This design comes from an exercise in tuning for small area, a short achievable clock period and few clock cycles per item on the open sky130 flow, not from production work.
Where RTL was checked, it was by simulation tests only, not by an equivalence proof against the original.
Power figures rest on the tool's default switching activity, not on a simulated workload.

==> flow/design.v (excerpt) <==
module DT(
	input			clk,
	input			reset,
	output	reg		done,
	output	reg		sti_rd,
	output		[9:0]	sti_addr,
	input		[15:0]	sti_di,
	output	reg		res_wr,
	output	reg		res_rd,
	output	reg	[13:0]	res_addr,
	output		[7:0]	res_do,
	input		[7:0]	res_di,
	output	reg		fw_finish
	);
function lt6;
	input [5:0] x, y;
	reg [5:0] gt, lt;
	integer i;
	begin
		lt6 = 1'b0;
		for (i = 0; i < 6; i = i + 1)
			lt6 = (~x[i] & y[i]) | (~(x[i] & ~y[i]) & lt6);
	end
endfunction
function [6:0] add7;
	input [6:0] x, y;
	reg [6:0] g, p, c;
	reg t;
	integer i, j, m;
	begin
		g = x & y;
		p = x ^ y;
		for (i = 0; i < 7; i = i + 1) begin
			c[i] = 1'b0;
			for (j = 0; j < i; j = j + 1) begin
				t = g[j];
				for (m = j + 1; m < i; m = m + 1)
					t = t & p[m];
				c[i] = c[i] | t;
			end
		end
		add7 = p ^ c;
	end
endfunction
function [9:0] inc10;
	input [9:0] x;
	reg t;
	integer i, m;
	begin
		for (i = 0; i < 10; i = i + 1) begin
			t = 1'b1;
			for (m = 0; m < i; m = m + 1)
				t = t & x[m];
			inc10[i] = x[i] ^ t;
		end
	end
endfunction
function [5:0] min6;
	input [5:0] x, y;
	min6 = lt6(x, y) ? x : y;
endfunction
function [3:0] lsb16;
	input [15:0] v;
	integer i;
	begin
		lsb16 = 4'd0;
		for (i = 15; i >= 0; i = i - 1)
			if (v[i]) lsb16 = i[3:0];
	end
endfunction
  ...
Size in the first run: roughly 63 I/O pins, roughly 5300 um^2 of cells after synthesis.
clock: 5.0 ns
lec_check: 0
abc_area: 1
cap_margin: 20
core_margin: 2
core_utilization: 55
place_density: 0.7
setup_slack_margin: 2.25
slew_margin: 20
standard.sh (not shown) runs the stock make flow with config.mk's settings and CLKGATE_MAP_FILE= SYNTH_SCRIPT=/design/flow/synth_recipe.tcl, a recipe that flattens the netlist after the stock synthesis.
==> flow/flow/run.sh <==
#!/bin/bash
# Standard layout, with plain buffers (instead of delay cells) on the ports.
set -o pipefail
bash standard.sh "BUFFER_PORTS_ARGS=-buffer_cell sky130_fd_sc_hd__buf_1" finish > flow.log 2>&1
Testbench counts at the start, summed over its fixed seeds: cycles 1,042,110, images 32.
Rerun with:
SETUP_SLACK_MARGIN = 2.3   (was 2.25)
After rerunning: The new run finished with timing, DRC and antenna clean. Power is about the same. Sequential share of layout area stays flat. Setup slack gains 38 ps. Worst hold slack is about the same. Final area stays flat. Combinational power is about the same. Fmax rose by about 1.5%. Synthesized cell count stays the same. Clock-buffer cell count does not change.

========
DT, a different RTL version from the one above (not shown whole).
Size in the first run: ~780 cells after synthesis, roughly 63 I/O pins, ~0.0054 mm² of cells after synthesis.
clock: 5.0 ns
lec_check: 0
abc_area: 1
cap_margin: 20
core_margin: 2
core_utilization: 55
place_density: 0.7
setup_slack_margin: 2.6
slew_margin: 20
Scripts as last shown in full above: flow/flow/run.sh
Then changed:
--- a/flow/config.mk
+++ b/flow/config.mk
@@ -12,3 +12,3 @@
 export PLACE_DENSITY = 0.7
-export SETUP_SLACK_MARGIN = 2.6
+export SETUP_SLACK_MARGIN = 2.3
 export SLEW_MARGIN = 20
Utilization fell by 8.2 points.
Design area fell by roughly a tenth.
Synthesized area is unchanged.
Critical path depth fell by 10.
Fmax fell by a few percent.
Global-route usage fell by 2.1 points.
Setup slack gets worse by 130 ps.
Routed wire length fell by a little under a tenth.
Clock-buffer cell count rose by 3.
Clock power rose by a few percent.
Then changed:
--- a/flow/config.mk
+++ b/flow/config.mk
@@ -10,4 +10,4 @@
 export CORE_MARGIN = 2
-export CORE_UTILIZATION = 55
-export PLACE_DENSITY = 0.7
+export CORE_UTILIZATION = 65
+export PLACE_DENSITY = 0.8
 export SETUP_SLACK_MARGIN = 2.3
What happened:
- The new run completed with no timing, DRC or antenna violations
- utilization grows by 11 points
- non-clock buffer count grows by 5
- synthesized cell count stays the same
- power shrinks by 0.42%
- sequential share of layout area grows by 0.26 points
- worst setup slack gains 15 ps
- maximum frequency grows by 0.58%
- routed wire length shrinks by 2.0%
Then changed:
--- a/flow/config.mk
+++ b/flow/config.mk
@@ -10,4 +10,5 @@
 export CORE_MARGIN = 2
-export CORE_UTILIZATION = 65
-export PLACE_DENSITY = 0.8
+export CORE_UTILIZATION = 55
+export CTS_BUF_LIST = sky130_fd_sc_hd__clkbuf_4
+export PLACE_DENSITY = 0.7
 export SETUP_SLACK_MARGIN = 2.3
Effect: Core utilization drops by 12 points. Worst setup slack gets better by 47 ps. Die area is higher by 17%. Cell area is higher by 0.37%. Global-route usage went down by 4.0 points. Sequential power barely changes. Critical path depth does not change.
Function was not checked in any run of this note: the RTL went through the layout flow alone.

-- static timing again, ports no longer ideal --
The flow's constraints put no driver on any port. The routed layouts listed below were extracted and timed again, unchanged, in two steps.
Step 1 (the two cells are an assumption about what drives the block):
set clk [get_ports {clk}]
set_driving_cell -lib_cell sky130_fd_sc_hd__clkbuf_16 $clk
set_driving_cell -lib_cell sky130_fd_sc_hd__buf_2 [delete_from_list [all_inputs] $clk]
Step 2 adds t to the input delays and takes it off the output delays; t is the mean of the earliest and latest rising clock arrival at the registers after step 1. Input paths then give back, and output paths get back, about the clock's delay inside the block.
Three values: ideal, step 1, step 2; two values: the first two.
run	shift t [ns]	setup WS [ns]	worst setup path at the end	clock arrival spread, ns	worst slew at a driven data input, ns
the first run of note 1	0.383	2.380 / 2.380 / 2.049	input to register	0.014 / 0.014	0.03
the second run of note 1	0.380	2.418 / 2.418 / 2.098	input to register	0.012 / 0.012	0.03
the first run of note 2	0.392	2.482 / 2.489 / 2.097	input to register	0.011 / 0.012	0.06
the second run of note 2	0.391	2.349 / 2.349 / 2.055	input to register	0.008 / 0.008	0.03
the third run of note 2	0.379	2.364 / 2.364 / 2.043	input to register	0.009 / 0.009	0.03
the fourth run of note 2	0.456	2.411 / 2.423 / 1.967	input to register	0.016 / 0.016	0.03
After both steps setup and hold are still met in every run listed. For the fourth run of note 2, which loses most, drivers alone change the setup slack by +0.012 ns; drivers and shift together by -0.444 ns.
